This design comes from an exercise in tuning for small area on the open sky130 flow, not from production work. Function was checked by simulation only, so behaviour that the tests miss may differ from the original. Power and IR drop assume default switching activity.

## router_top
module router_top(clock,resetn,read_enb_0,read_enb_1,read_enb_2,pkt_valid,data_in,data_out_0,data_out_1,data_out_2,vld_out_0,vld_out_1,vld_out_2,err,busy);
For scale: ~1000 cells after synthesis, about 460 flip-flops.
Settings: LEC_CHECK=0, CAP_MARGIN=20, CORE_MARGIN=2, CORE_UTILIZATION=70, PLACE_DENSITY=0.8, SLEW_MARGIN=20, SYNTH_HIERARCHICAL=1; clock period 5.0 ns.
standard.sh (not shown) runs the stock make flow with config.mk's settings and CLKGATE_MAP_FILE= SYNTH_SCRIPT=/design/flow/synth_recipe.tcl, a recipe that flattens the netlist after the stock synthesis.
==> flow/flow/run.sh <==
#!/bin/bash
# Own layout flow: the standard ORFS flow, with the ports buffered by the
# smallest buffer and a clock tree built without dummy loads. Make's output
# goes to flow_make.log; ORFS writes each step's log under orfs/logs/.
set -euo pipefail
CTS_ARGS="-sink_clustering_enable -repair_clock_nets -dont_use_dummy_load"
CTS_ARGS="$CTS_ARGS -buf_list sky130_fd_sc_hd__clkbuf_8"
CTS_ARGS="$CTS_ARGS -sink_clustering_size 20 -sink_clustering_max_diameter 80"
bash standard.sh "CTS_ARGS=$CTS_ARGS" \
  "BUFFER_PORTS_ARGS=-buffer_cell sky130_fd_sc_hd__buf_1" \
  finish > flow_make.log 2>&1
==> next run, changes <==
--- a/flow/config.mk
+++ b/flow/config.mk
@@ -8,6 +8,9 @@
 export CAP_MARGIN = 20
 export CORE_MARGIN = 2
-export CORE_UTILIZATION = 70
-export PLACE_DENSITY = 0.8
+export CORE_UTILIZATION = 60
+export CTS_BUF_LIST = sky130_fd_sc_hd__clkbuf_16
+export CTS_CLUSTER_DIAMETER = 100
+export CTS_CLUSTER_SIZE = 30
+export PLACE_DENSITY = 0.7
 export SLEW_MARGIN = 20
 export SYNTH_HIERARCHICAL = 1
What happened:
- The new run ran to the end with no violations
- core utilization drops by 11 points
- clock skew drops by 4.4 ps
- global-route usage drops by 4.8 points
- synthesized area is unchanged
- design area climbs by about 0.43%
- count of clock-buffer cells in the layout does not change
- critical path depth does not change
- via count drops by 1.0%
- sequential share of layout area drops by 0.32 points
- cell count climbs by 4.4%
==> next run, changes <==
==> flow/config.mk (replaced) <==
export PLATFORM = sky130hd
export DESIGN_NAME = router_top
export DESIGN_NICKNAME = router_top
export VERILOG_FILES = /design/flow/design.v
export SDC_FILE = /design/flow/constraint.sdc
export NUM_CORES = 4
export LEC_CHECK = 0
export CAP_MARGIN = 5
export CORE_MARGIN = 2
export CORE_UTILIZATION = 60
export PLACE_DENSITY = 0.7
export SLEW_MARGIN = 5
export SYNTH_HIERARCHICAL = 1
Result:
- The changed run finished with timing, DRC and antenna clean
- final area hardly moves
- combinational power stays flat
- clock-buffer cell count stays the same
- routed wire length rose slightly
- global-route usage does not change
- via count goes down slightly
- worst setup slack got worse by 40 ps


Another version of the RTL of router_top (not shown whole).
Size: ~990 cells after synthesis, ~43 I/O pins.
==> flow/config.mk <==
export PLATFORM = sky130hd
export DESIGN_NAME = router_top
export DESIGN_NICKNAME = router_top
export VERILOG_FILES = /design/flow/design.v
export SDC_FILE = /design/flow/constraint.sdc
export NUM_CORES = 4
export LEC_CHECK = 0
export CAP_MARGIN = 20
export CORE_MARGIN = 2
export CORE_UTILIZATION = 60
export CTS_BUF_LIST = sky130_fd_sc_hd__clkbuf_16
export CTS_CLUSTER_DIAMETER = 100
export CTS_CLUSTER_SIZE = 30
export PLACE_DENSITY = 0.7
export SLEW_MARGIN = 20
export SYNTH_HIERARCHICAL = 1
==> flow/constraint.sdc <==
create_clock -name core_clock -period 5.0 [get_ports {clock}]
set_input_delay 1.0000 -clock core_clock [delete_from_list [all_inputs] [get_ports {clock}]]
set_output_delay 1.0000 -clock core_clock [all_outputs]
set_load 0.01 [all_outputs]
==> flow/flow/run.sh <==
#!/bin/bash
# Own layout flow: the standard ORFS flow, with the ports buffered by the
# smallest buffer and a clock tree built without dummy loads. Make's output
# goes to flow_make.log; ORFS writes each step's log under orfs/logs/.
set -euo pipefail
CTS_ARGS="-sink_clustering_enable -repair_clock_nets -dont_use_dummy_load"
CTS_ARGS="$CTS_ARGS -buf_list sky130_fd_sc_hd__clkbuf_16"
CTS_ARGS="$CTS_ARGS -sink_clustering_size 30 -sink_clustering_max_diameter 100"
bash standard.sh "CTS_ARGS=$CTS_ARGS" \
  "BUFFER_PORTS_ARGS=-buffer_cell sky130_fd_sc_hd__buf_1" \
  finish > flow_make.log 2>&1
The baseline produced a clean layout.
Rerun with:
--- a/flow/flow/run.sh
+++ b/flow/flow/run.sh
@@ -6,4 +6,4 @@
 CTS_ARGS="-sink_clustering_enable -repair_clock_nets -dont_use_dummy_load"
-CTS_ARGS="$CTS_ARGS -buf_list sky130_fd_sc_hd__clkbuf_16"
-CTS_ARGS="$CTS_ARGS -sink_clustering_size 30 -sink_clustering_max_diameter 100"
+CTS_ARGS="$CTS_ARGS -buf_list sky130_fd_sc_hd__clkbuf_8"
+CTS_ARGS="$CTS_ARGS -sink_clustering_size 20 -sink_clustering_max_diameter 80"
 bash standard.sh "CTS_ARGS=$CTS_ARGS" \
Effect: The changed run ran to the end with no violations; sequential share of layout area is higher by 0.48 points; setup slack is better by 150 ps; power fell by 2.9%.
Rerun with:
--- a/flow/flow/run.sh
+++ b/flow/flow/run.sh
@@ -7,3 +7,3 @@
 CTS_ARGS="$CTS_ARGS -buf_list sky130_fd_sc_hd__clkbuf_8"
-CTS_ARGS="$CTS_ARGS -sink_clustering_size 20 -sink_clustering_max_diameter 80"
+CTS_ARGS="$CTS_ARGS -sink_clustering_size 18 -sink_clustering_max_diameter 70"
 bash standard.sh "CTS_ARGS=$CTS_ARGS" \
Outcome:
- global-route usage is about the same
- total power rose slightly
- sequential power hardly moves
- final area rose slightly
- register-to-register slack is about the same
- combinational power stays flat
- fmax fell by a few percent


Setup of job 8238:
router_top, a different RTL version from the one above (not shown whole).
Size in the first run: roughly 970 cells after synthesis, ~460 flip-flops, ~17000 um^2 of cells after synthesis.
clock: 5.0 ns
lec_check: 0
cap_margin: 20
core_margin: 2
core_utilization: 60
cts_buf_list: sky130_fd_sc_hd__clkbuf_16
cts_cluster_diameter: 100
cts_cluster_size: 30
place_density: 0.7
slew_margin: 20
synth_hierarchical: 1
==> flow/flow/run.sh <==
#!/bin/bash
# Own layout flow: the standard ORFS flow, with the ports buffered by the
# smallest buffer and a clock tree built without dummy loads. Make's output
# goes to flow_make.log; ORFS writes each step's log under orfs/logs/.
set -euo pipefail
CTS_ARGS="-sink_clustering_enable -repair_clock_nets -dont_use_dummy_load"
CTS_ARGS="$CTS_ARGS -buf_list sky130_fd_sc_hd__clkbuf_16"
CTS_ARGS="$CTS_ARGS -sink_clustering_size 30 -sink_clustering_max_diameter 100"
bash standard.sh "CTS_ARGS=$CTS_ARGS" \
  "BUFFER_PORTS_ARGS=-buffer_cell sky130_fd_sc_hd__buf_1" \
  RECOVER_POWER=100 finish > flow_make.log 2>&1
What the final checks of job 8238 revealed, after a flow that finished every stage, was a layout that fails on max-capacitance violations, max-slew violations.
diff inputs: job 8238 => job 4786
--- a/flow/flow/run.sh
+++ b/flow/flow/run.sh
@@ -6,6 +6,6 @@
 CTS_ARGS="-sink_clustering_enable -repair_clock_nets -dont_use_dummy_load"
-CTS_ARGS="$CTS_ARGS -buf_list sky130_fd_sc_hd__clkbuf_16"
-CTS_ARGS="$CTS_ARGS -sink_clustering_size 30 -sink_clustering_max_diameter 100"
+CTS_ARGS="$CTS_ARGS -buf_list sky130_fd_sc_hd__clkbuf_8"
+CTS_ARGS="$CTS_ARGS -sink_clustering_size 20 -sink_clustering_max_diameter 80"
 bash standard.sh "CTS_ARGS=$CTS_ARGS" \
   "BUFFER_PORTS_ARGS=-buffer_cell sky130_fd_sc_hd__buf_1" \
-  RECOVER_POWER=100 finish > flow_make.log 2>&1
+  finish > flow_make.log 2>&1
Notes after the runs:
- Job 8238 finished every stage; the final checks, however, were not passed, the failures being max-capacitance violations, max-slew violations.
- Job 4786 completed every stage of the flow, and the final layout passed the timing, DRC and antenna checks.
- Job 8238 and job 4786 ended up with nearly the same cell area.
- Of job 8238 and job 4786, job 4786 shows the lower overall power consumption, with job 8238 above it.
- The number of antenna-violating nets in the routed design was comparable across job 8238 and job 4786.
- Cell with the largest stage delay on the worst path = nor3_1: job 4786; cell with the largest stage delay on the worst path = clkbuf_2: job 8238
- Signed area change from the synthesized netlist to the final layout essentially unchanged between job 4786 and job 8238.
- Looking at worst-margin pin slew across job 8238 and job 4786, the one that comes out lower is job 4786.

-- afterwards: timing with drivers on the ports --
The flow's constraints put no driver on any port. The routed layouts listed below were extracted and timed again, unchanged, in two steps. Step 1 sets driving cells, clkbuf_16 on the clock port and buf_2 on the other inputs (assumed; they add their load-dependent delay and slew). Step 2, shift: input delay + t, output delay - t, t = (earliest + latest rising clock arrival at the registers) / 2. This alone moves slack from input paths to output paths. a / b / c = ideal / step 1 / step 2; a / b = the first two.
run	t (ns)	setup WS [ns]	cell pins on the clock port's net
the first run of note 1	0.626	1.948 / 1.931 / 1.430	1
the second run of note 1	0.630	1.868 / 1.868 / 1.338	1
the third run of note 1	0.629	1.828 / 1.828 / 1.299	1
the first run of note 2	0.549	1.622 / 1.651 / 1.102	1
the second run of note 2	0.629	1.770 / 1.787 / 1.166	1
the third run of note 2	0.619	1.667 / 1.690 / 1.071	1
job 8238	0.560	1.114 / 1.114 / 0.958	1
job 4786	0.629	1.578 / 1.591 / 0.963	1
The setup slack of job 4786, which loses most, moves by +0.013 ns with the drivers and by -0.615 ns with both steps.
